Source: an optimization exercise on an open RTL-to-GDS flow (aim: small area). Production flows keep margins and buffers that such runs may drop. The RTL was checked by simulation tests, not by an equivalence proof against the original design.

== v52 ==
Design Top_FFT, start of the top module:
module Top_FFT #(parameter INTEGER_SIZE = 8, FRACT_SIZE = 8, NFFT = 128) (
    input  wire clk, rst,
    input  wire start_FFT,
    input  wire signed [INTEGER_SIZE+FRACT_SIZE-1:0] serial_in_r, serial_in_i,
    output wire signed [INTEGER_SIZE+FRACT_SIZE-1:0] serial_out_r, serial_out_i,
    output wire end_FFT, data_valid_FFT
);
reg [8:0] cnt;
always @(posedge clk or negedge rst)
    if (!rst) cnt <= 9'd0;
    else if (start_FFT) cnt <= 9'd1;
    else if (cnt == 9'd0 || cnt == 9'd258) cnt <= 9'd0;
    else cnt <= cnt + 9'd1;
assign data_valid_FFT = (cnt >= 9'd131) && (cnt <= 9'd258);
assign end_FFT = (cnt == 9'd131);
wire signed [15:0] s1_in_r = serial_in_r, s1_in_i = serial_in_i;
wire [6:0] s1_l = cnt[6:0] - 7'd0;
wire s1_b = s1_l[6];
wire [5:0] s1_j = s1_l[5:0];
wire [5:0] s2_l = cnt[5:0] - 6'd0;
wire s2_b = s2_l[5];
wire [4:0] s2_j = s2_l[4:0];
wire [5:0] s3_l = cnt[5:0] - 6'd33;
  ...
Size in the first run: about 10000 cells after synthesis, roughly 4200 flip-flops, ~69 I/O pins, about 130000 um2 of cells after synthesis.
Settings: LEC_CHECK=0, CAP_MARGIN=5, CORE_MARGIN=2, CORE_UTILIZATION=65, CTS_BUF_LIST=sky130_fd_sc_hd__clkbuf_8, CTS_CLUSTER_DIAMETER=70, CTS_CLUSTER_SIZE=14, PLACE_DENSITY=0.72, SLEW_MARGIN=5; clock period 12.0 ns.
run.sh (not shown) runs the stock make flow with config.mk's settings and CLKGATE_MAP_FILE= SYNTH_SCRIPT=/design/flow/synth_recipe.tcl, a recipe that flattens the netlist after the stock synthesis.
v52: all stages complete, timing, DRC and antenna checks passed
--- input diff v52..v48 ---
- swapping 65 for 60 in CORE_UTILIZATION
- swapping 0.72 for 0.7 in PLACE_DENSITY
- swapping 70 for 60 in CTS_CLUSTER_DIAMETER
- swapping 14 for 16 in CTS_CLUSTER_SIZE
Findings:
The peak fanout along the critical path in v48 sits 40 below the value recorded for v52.
Going from v52 to v48, the number of global-route vias before repair was found to have gone down by 1.4%.
v52 has a lower first-pass GRT wire length than v48.
Post-placement cell area: v48 and v52 compared, higher one is v48
Looking at v48 and v52, the final area is a wash.
[inputs] v26 vs v48
- swapping 60 for 50 in CTS_CLUSTER_DIAMETER
- swapping 16 for 20 in CTS_CLUSTER_SIZE
For global-route wire length before repair, v26 and v48 come out practically identical. Sort v48 and v26 by wire length the detailed router placed on met1 asc -> top: v48. v48 -> v26: overall die height delta 0, exact match. The final reports for v26 and v48 show area overhead of the layout relative to synthesis higher in the former. Looking at v48 and v26, the area of all placed cells without fillers is a wash. Summary of v26 over v48: setup TNS after final layout stayed essentially flat, final design utilization up 0.18 points.
## Diff of input files: v35 against v26
- CTS_CLUSTER_DIAMETER changed from 50 to 60
- PLACE_DENSITY changed from 0.7 to 0.72
- CORE_UTILIZATION changed from 60 to 65
- CTS_CLUSTER_SIZE changed from 20 to 16
==> comparison <==
Looking at shortest period the worst path allows across v26 and v35, the one that comes out higher is v26.
Setup slack in v35 is larger than in v26.
Going from v26 to v35, count of clock-buffer cells in the layout saw an increase; overall fraction of global-route tracks in use saw an increase; worst setup timing slack at the placement stage saw an increase.
A cell with the biggest individual delay on the critical path of sky130_fd_sc_hd__dfrtp_4 is what v26 shows, while sky130_fd_sc_hd__clkdlybuf4s50_1 belongs to v35.
v26 ended up with met4 as its top layer reached by signal wires; v35 ended up with met5.
> inputs changed (v35 -> v7)
- CTS_CLUSTER_DIAMETER changed from 60 to 70
- CTS_BUF_LIST removed (was sky130_fd_sc_hd__clkbuf_8)
- CTS_CLUSTER_SIZE changed from 16 to 32
- PLACE_DENSITY changed from 0.72 to 0.7
- CORE_UTILIZATION changed from 65 to 60
[summary]
Number of global-route vias before repair (v7 vs. v35) decreases by a few percent. Re maximum frequency: v35 and v7 aren't equal, and the lower value belongs to v35. v7 vs v35: synthesis-to-finish area growth up. Initial cell density of the core: v7 < v35. Per the final summary, v7 finished and its layout is clean on timing, DRC and antenna. v7 has data arrival time of the critical path below what v35 had.

---

delta:
Top_FFT, a different RTL version from the one above (not shown whole).
Size: roughly 10000 cells after synthesis, ~4200 flip-flops, ~69 I/O pins, about 0.13 mm² of cells after synthesis.
export LEC_CHECK = 0
export CAP_MARGIN = 5
export CORE_MARGIN = 2
export CORE_UTILIZATION = 65
export CTS_BUF_LIST = sky130_fd_sc_hd__clkbuf_8
export CTS_CLUSTER_DIAMETER = 60
export CTS_CLUSTER_SIZE = 16
export PLACE_DENSITY = 0.72
export SLEW_MARGIN = 5
create_clock -name core_clock -period 12.0 [get_ports {clk}]
standard.sh (not shown) runs the stock make flow with config.mk's settings and CLKGATE_MAP_FILE= SYNTH_SCRIPT=/design/flow/synth_recipe.tcl, a recipe that flattens the netlist after the stock synthesis.
==> flow/flow/run.sh <==
#!/bin/bash
# The standard layout (standard.sh) with one change: clock tree synthesis without dummy loads.
# The CTS arguments are otherwise those that config.mk's CTS settings give the standard flow.
set -o pipefail
export CTS_ARGS="-sink_clustering_enable -repair_clock_nets -sink_clustering_size 16 -sink_clustering_max_diameter 60 -buf_list sky130_fd_sc_hd__clkbuf_8 -dont_use_dummy_load"
echo "CTS_ARGS=$CTS_ARGS" > run.log
bash standard.sh > standard.log 2>&1
status=$?
echo "standard.sh exit $status" >> run.log
exit $status
The inputs of garnet differ from those of delta as listed below.
==> flow/run.sh (new file) <==
#!/bin/bash
# synth_recipe.tcl (not shown) runs the flow's synth.tcl, then flattens the netlist and writes it again
# the make line also repeats each setting of config.mk as NAME=value (left out here)
make -C /OpenROAD-flow-scripts/flow DESIGN_CONFIG=/design/flow/config.mk WORK_HOME=/design/flow/orfs CLKGATE_MAP_FILE= SYNTH_SCRIPT=/design/flow/synth_recipe.tcl finish
removed: flow/flow/run.sh
removed: flow/standard.sh
==> notes.md <==
- Going from delta to garnet, wire length of the first global-routing pass grew slightly.
- garnet reports a higher count of clock-buffer cells in the layout than delta does.
- Least setup slack across all paths after layout: lower on garnet
- Relative to delta, routed wire length has increased by about 0.5% in garnet.
- garnet | status: complete | timing, DRC, antenna: pass
- In terms of maximum frequency, delta and garnet differ only marginally.
- Diff delta -> garnet: met3 wire length dropped 3.0%, number of cells on the worst reg-to-reg path barely changed.
- delta → garnet: clock network contribution to total cell area grew by 0.33 points.
> inputs changed (garnet -> ember)
-- flow/config.mk --
<<< garnet, line 12
export CTS_CLUSTER_DIAMETER = 60
export CTS_CLUSTER_SIZE = 16
>>> ember, line 12
export CTS_CLUSTER_DIAMETER = 70
export CTS_CLUSTER_SIZE = 14
==> notes.md <==
Measured against each other, garnet and ember differ in global-route usage, the lower figure coming from garnet.
Any difference in via density per instance between ember and garnet is small enough to ignore.
ember vs. garnet: final period demand of the worst path went up; routed wire length went up.

-- separate check: timing with driven ports --
How much do the figures lean on ideal ports? The routed layouts below were timed once more, with nothing changed but the port constraints. Step 1, drivers: a clkbuf_16 drives clk and a buf_2 each remaining input, both assumed. Step 2 adds t to the input delays and takes it off the output delays; t is the mean of the earliest and latest rising clock arrival at the registers after step 1. Input paths then give back, and output paths get back, about the clock's delay inside the block. Three values: ideal ports, drivers, drivers and shift; two values: the first two.
run	shift t [ns]	setup WS [ns]	hold slack, ns
v52	1.139	0.620 / 0.534 / 0.169	0.255 / 0.255 / 0.255
v48	1.122	0.548 / 0.465 / -0.079	0.223 / 0.223 / 0.223
v26	1.104	0.594 / 0.504 / -0.019	0.262 / 0.262 / 0.262
v35	1.155	0.600 / 0.504 / 0.094	0.241 / 0.241 / 0.241
v7	0.921	0.689 / 0.600 / -0.022	0.244 / 0.244 / 0.244
delta	1.097	0.435 / 0.348 / 0.135	0.243 / 0.243 / 0.243
garnet	1.107	0.429 / 0.343 / 0.118	0.230 / 0.230 / 0.230
ember	1.119	0.411 / 0.328 / 0.184	0.245 / 0.245 / 0.245
Met with ideal ports but missed after step 2: setup timing in v48, v26 and v7. The setup slack of v7, which loses most, moves by -0.089 ns with the drivers and by -0.711 ns with both steps.
